Background: an optimization exercise with open tools, aiming at small area. Do not read the settings as production practice.
Where RTL was checked, it was by simulation tests only, not by an equivalence proof against the original.
Power and IR drop assume default switching activity.

== v15 ==
==> flow/design.v <==
module term_project_top(
    input        CLK,
    input  [7:0] btn_sw,
    output [7:0] seg_COM,
    output [7:0] seg_DATA,
    output [7:0] led
);
    wire rst = btn_sw[3];
    reg  [2:0] bd;           
    reg  [7:0] value;        
    reg  [3:0] cnt;          
    reg  [4:0] idx;          
    reg  [4:0] rc;           
    reg  [7:0] P;            
    reg  [7:0] S0, S1, S2, S3, S4, S5, S6, S7;
    wire zr  = btn_sw[0] & ~bd[0];
    wire orr = btn_sw[1] & ~bd[1];
    wire nr  = btn_sw[2] & ~bd[2];
    wire done = idx[4];                 
    wire off  = done & idx[0];          
    wire acc9 = cnt[3] & cnt[0];        
    wire full = cnt[3] & ~cnt[0];       
    wire shift = (zr | orr) & ~full;
    wire bitv  = ~zr;
    wire [7:0] value_n = off ? 8'd0 : shift ? {value[6:0], bitv} : value;
    wire cap  = acc9 & ~done;           
    wire bph  = idx[3];                 
    wire first = (idx[3:0] == 4'd8);    
    wire [7:0] hsum;
    wire [7:0] mul = bph ? S7 : 8'd1;
    rca8 u_h(.a({P[6:0], 1'b0}), .b({8{bitv}} & mul), .s(hsum), .co());
    wire [7:0] P_h = shift ? hsum : P;
    wire ge10;
    wire step = off & ge10;
    wire [7:0] addend  = done ? 8'hF6 : P_h;
    wire [7:0] acc_sum;
    rca8 u_a(.a((bph && !first) || done ? S0 : 8'd0), .b(addend), .s(acc_sum), .co(ge10));
    wire       t9 = P[3] & P[0] & ge10;
    wire [3:0] tinc;
    inc #(4) u_t(.a(P[3:0]), .ci(ge10), .s(tinc));
    wire [3:0] t1 = t9 ? 4'd0 : tinc;
    wire [1:0] h1;
    inc #(2) u_hh(.a(P[5:4]), .ci(t9), .s(h1));
    wire [4:0] rc_n, idx_n;
    wire [3:0] cnt_i;
    inc #(5) u_rc(.a(rc), .ci(1'b1), .s(rc_n));
    inc #(5) u_ix(.a(idx), .ci(cap | (done & ~idx[0])), .s(idx_n));
    inc #(4) u_cn(.a(cnt & {~acc9, 2'b11, ~acc9}), .ci(shift), .s(cnt_i));
    always @(posedge CLK or posedge rst) begin
        if (rst) begin
            bd    <= 3'd0;
            value <= 8'd0;
            cnt   <= 4'd0;
            idx   <= 5'd0;
            rc    <= 5'd31;
        end else begin
            bd    <= btn_sw[2:0];
            value <= value_n;
            rc    <= rc_n;
            if (nr && full)
                cnt <= 4'd9;
            else
                cnt <= cnt_i;
            idx   <= idx_n;
        end
    end
    always @(posedge CLK) begin
        if (cap || step) begin
            S0 <= acc_sum;
        end
        if (cap) begin
            S1 <= S0; S2 <= S1; S3 <= S2;
            S4 <= S3; S5 <= S4; S6 <= S5; S7 <= S6;
        end
        if (done) begin
            if (!off)
                P <= 8'd0;
            else
                P <= {2'b00, h1, t1};
        end else if (cap && (bph || idx[2:0] == 3'd7))
            P <= {7'd0, S6[0] & value_n[0]};
        else
            P <= P_h;
    end
    wire       den = off & ~ge10;
    wire [1:0] s   = rc[3:2];
    wire       on  = den & ~rc[4] & ~(rc[3] & rc[2]);
    reg  [3:0] dig;
    always @(*) begin
        case (s)
            2'd0:    dig = S0[3:0];
            2'd1:    dig = P[3:0];
            default: dig = {2'b00, P[5:4]};
        endcase
    end
    reg [6:0] seg;
    always @(*) begin
        case (dig)
            4'd0: seg = 7'b1111110;
            4'd1: seg = 7'b0110000;
            4'd2: seg = 7'b1101101;
            4'd3: seg = 7'b1111001;
            4'd4: seg = 7'b0110011;
            4'd5: seg = 7'b1011011;
            4'd6: seg = 7'b1011111;
            4'd7: seg = 7'b1110000;
            4'd8: seg = 7'b1111111;
            default: seg = 7'b1111011;
        endcase
    end
    assign seg_DATA = {seg & {7{on}}, 1'b0};
    assign seg_COM  = {5'b11111, ~(on & (s == 2'd2)), ~(on & (s == 2'd1)),
                       ~(on & (s == 2'd0))};
    assign led = value;
endmodule
module rca8(
    input  [7:0] a,
    input  [7:0] b,
    output [7:0] s,
    output       co
);
    wire [8:0] c;
    assign co = c[8];
    assign c[0] = 1'b0;
    genvar i;
    generate
        for (i = 0; i < 8; i = i + 1) begin : g
            assign s[i]   = a[i] ^ b[i] ^ c[i];
            assign c[i+1] = (a[i] & b[i]) | (a[i] & c[i]) | (b[i] & c[i]);
        end
    endgenerate
endmodule
module inc #(parameter W = 4) (
    input  [W-1:0] a,
    input          ci,
    output [W-1:0] s
);
    wire [W:0] c;
    assign c[0] = ci;
    genvar i;
    generate
        for (i = 0; i < W; i = i + 1) begin : g
            assign s[i]   = a[i] ^ c[i];
            assign c[i+1] = a[i] & c[i];
        end
    endgenerate
endmodule
clock: 12.0 ns
lec_check: 0
cap_margin: 20
core_margin: 2
core_utilization: 40
cts_buf_list: sky130_fd_sc_hd__clkbuf_8
slew_margin: 20
standard.sh (not shown) runs the stock make flow with config.mk's settings and CLKGATE_MAP_FILE= SYNTH_SCRIPT=/design/flow/synth_recipe.tcl, a recipe that flattens the netlist after the stock synthesis.
==> flow/flow/run.sh <==
#!/bin/bash
# Layout flow: the standard ORFS flow (standard.sh), with three changes
# that only affect cell area:
#  - Yosys's abc maps the logic with an area-oriented script (flow/abc_area.script)
#    instead of ORFS's delay-oriented one; flip-flops are mapped by dfflibmap before
#    abc exactly as in the standard synthesis, so the registers are unchanged;
#  - the port buffers are sky130_fd_sc_hd__buf_1 (every port still gets one);
#  - clock tree synthesis inserts no dummy loads.
# Each tool's output goes to the ORFS logs under orfs/logs; make's own output
# goes to flow_make.log here.
set -euo pipefail
W=$PWD
F=$W/flow
{
  cat <<TCL
proc abc {args} {
  set i [lsearch \$args -script]
  if {\$i >= 0} { lset args [expr {\$i + 1}] $F/abc_area.script }
  yosys abc {*}\$args
}
TCL
  cat "$W/synth_recipe.tcl"
} > "$W/area_synth.tcl"
bash "$W/standard.sh" \
  SYNTH_SCRIPT="$W/area_synth.tcl" \
  BUFFER_PORTS_ARGS="-buffer_cell sky130_fd_sc_hd__buf_1" \
  CTS_ARGS="-sink_clustering_enable -repair_clock_nets -dont_use_dummy_load -buf_list sky130_fd_sc_hd__clkbuf_8" \
  finish > "$W/flow_make.log" 2>&1
==> flow/flow/abc_area.script <==
strash
dch -f
amap
topo
The inputs of v31 differ from those of v15 as listed below.
--- a/flow/design.v
+++ b/flow/design.v
@@ -24,63 +24,65 @@
     wire bitv  = ~zr;
     wire [7:0] value_n = off ? 8'd0 : shift ? {value[6:0], bitv} : value;
     wire cap  = acc9 & ~done;           
     wire bph  = idx[3];                 
     wire first = (idx[3:0] == 4'd8);    
     wire [7:0] hsum;
-    wire [7:0] mul = bph ? S7 : 8'd1;
-    rca8 u_h(.a({P[6:0], 1'b0}), .b({8{bitv}} & mul), .s(hsum), .co());
+    rca8 u_h(.a({P[6:0], 1'b0}), .b({8{bitv}} & S7), .s(hsum));
     wire [7:0] P_h = shift ? hsum : P;
-    wire ge10;
+    wire ge10 = (|S0[7:4]) | (S0[3] & (S0[2] | S0[1]));
     wire step = off & ge10;
     wire [7:0] addend  = done ? 8'hF6 : P_h;
     wire [7:0] acc_sum;
-    rca8 u_a(.a((bph && !first) || done ? S0 : 8'd0), .b(addend), .s(acc_sum), .co(ge10));
-    wire       t9 = P[3] & P[0] & ge10;
+    rca8 u_a(.a(first ? 8'd0 : S0), .b(addend), .s(acc_sum));
+    wire       t9 = P[3] & P[0];
     wire [3:0] tinc;
-    inc #(4) u_t(.a(P[3:0]), .ci(ge10), .s(tinc));
+    inc #(4) u_t(.a(P[3:0]), .ci(1'b1), .s(tinc));
     wire [3:0] t1 = t9 ? 4'd0 : tinc;
     wire [1:0] h1;
     inc #(2) u_hh(.a(P[5:4]), .ci(t9), .s(h1));
     wire [4:0] rc_n, idx_n;
     wire [3:0] cnt_i;
     inc #(5) u_rc(.a(rc), .ci(1'b1), .s(rc_n));
-    inc #(5) u_ix(.a(idx), .ci(cap | (done & ~idx[0])), .s(idx_n));
+    inc #(5) u_ix(.a(idx), .ci(1'b1), .s(idx_n));
     inc #(4) u_cn(.a(cnt & {~acc9, 2'b11, ~acc9}), .ci(shift), .s(cnt_i));
     always @(posedge CLK or posedge rst) begin
         if (rst) begin
             bd    <= 3'd0;
             value <= 8'd0;
             cnt   <= 4'd0;
             idx   <= 5'd0;
             rc    <= 5'd31;
         end else begin
             bd    <= btn_sw[2:0];
             value <= value_n;
             rc    <= rc_n;
-            if (nr && full)
+            if (off)
+                cnt <= 4'd0;
+            else if (nr && full)
                 cnt <= 4'd9;
             else
                 cnt <= cnt_i;
-            idx   <= idx_n;
+            if (cap || (done && !idx[0]))
+                idx <= idx_n;
         end
     end
     always @(posedge CLK) begin
         if (cap || step) begin
-            S0 <= acc_sum;
+            S0 <= (bph || done) ? acc_sum : value_n;
         end
         if (cap) begin
             S1 <= S0; S2 <= S1; S3 <= S2;
             S4 <= S3; S5 <= S4; S6 <= S5; S7 <= S6;
         end
         if (done) begin
             if (!off)
                 P <= 8'd0;
-            else
+            else if (ge10)
                 P <= {2'b00, h1, t1};
-        end else if (cap && (bph || idx[2:0] == 3'd7))
+        end else if (cap)
             P <= {7'd0, S6[0] & value_n[0]};
         else
             P <= P_h;
     end
     wire       den = off & ~ge10;
     wire [1:0] s   = rc[3:2];
@@ -113,17 +115,15 @@
                        ~(on & (s == 2'd0))};
     assign led = value;
 endmodule
 module rca8(
     input  [7:0] a,
     input  [7:0] b,
-    output [7:0] s,
-    output       co
+    output [7:0] s
 );
     wire [8:0] c;
-    assign co = c[8];
     assign c[0] = 1'b0;
     genvar i;
     generate
         for (i = 0; i < 8; i = i + 1) begin : g
             assign s[i]   = a[i] ^ b[i] ^ c[i];
             assign c[i+1] = (a[i] & b[i]) | (a[i] & c[i]) | (b[i] & c[i]);
## What came out
v31: count of inverters not on the clock network in the layout is 2 lower than what v15 reported.
No stage failed in v31, and the final checks on the layout all came back clean.
v31 against v15: x dimension of the die went up, combinational power share saw an increase, wire length of the first global-routing pass rose by 610 um, effective utilization at floorplan -0.25 points.
Relative area change from synthesis to final layout: v31 < v15
Setup slack in v31 is larger than in v15.
The standard cells in v31 occupy more silicon area than those in v15 do.
Between v31 and v15, wire length on met2 is higher for v31, v15 comes in under that.
For v15, only the layout was checked, not whether the RTL still works.

[afterwards: timing with drivers on the ports]
No port has a modelled driver above. Below, the same layouts with a new extraction and two added sets of constraints. Step 1: set_driving_cell puts a clkbuf_16 on CLK and a buf_2 on each other input, an assumption about the parent block. Step 2 adds t to the input delays and takes it off the output delays; t is the mean of the earliest and latest rising clock arrival at the registers after step 1. Input paths then give back, and output paths get back, about the clock's delay inside the block. Slacks: ideal ports / drivers / drivers and shift; pairs: ideal ports / drivers.
run | t, ns | slack for setup (ns) | worst data-port slew with drivers (ns)
v15 | 0.380 | 1.674 / 1.647 / 1.647 | 0.03
v31 | 0.370 | 5.197 / 5.202 / 4.831 | 0.03
After both steps every run listed still meets setup and hold. The setup slack of v31, which loses most, moves by +0.005 ns with the drivers and by -0.366 ns with both steps.
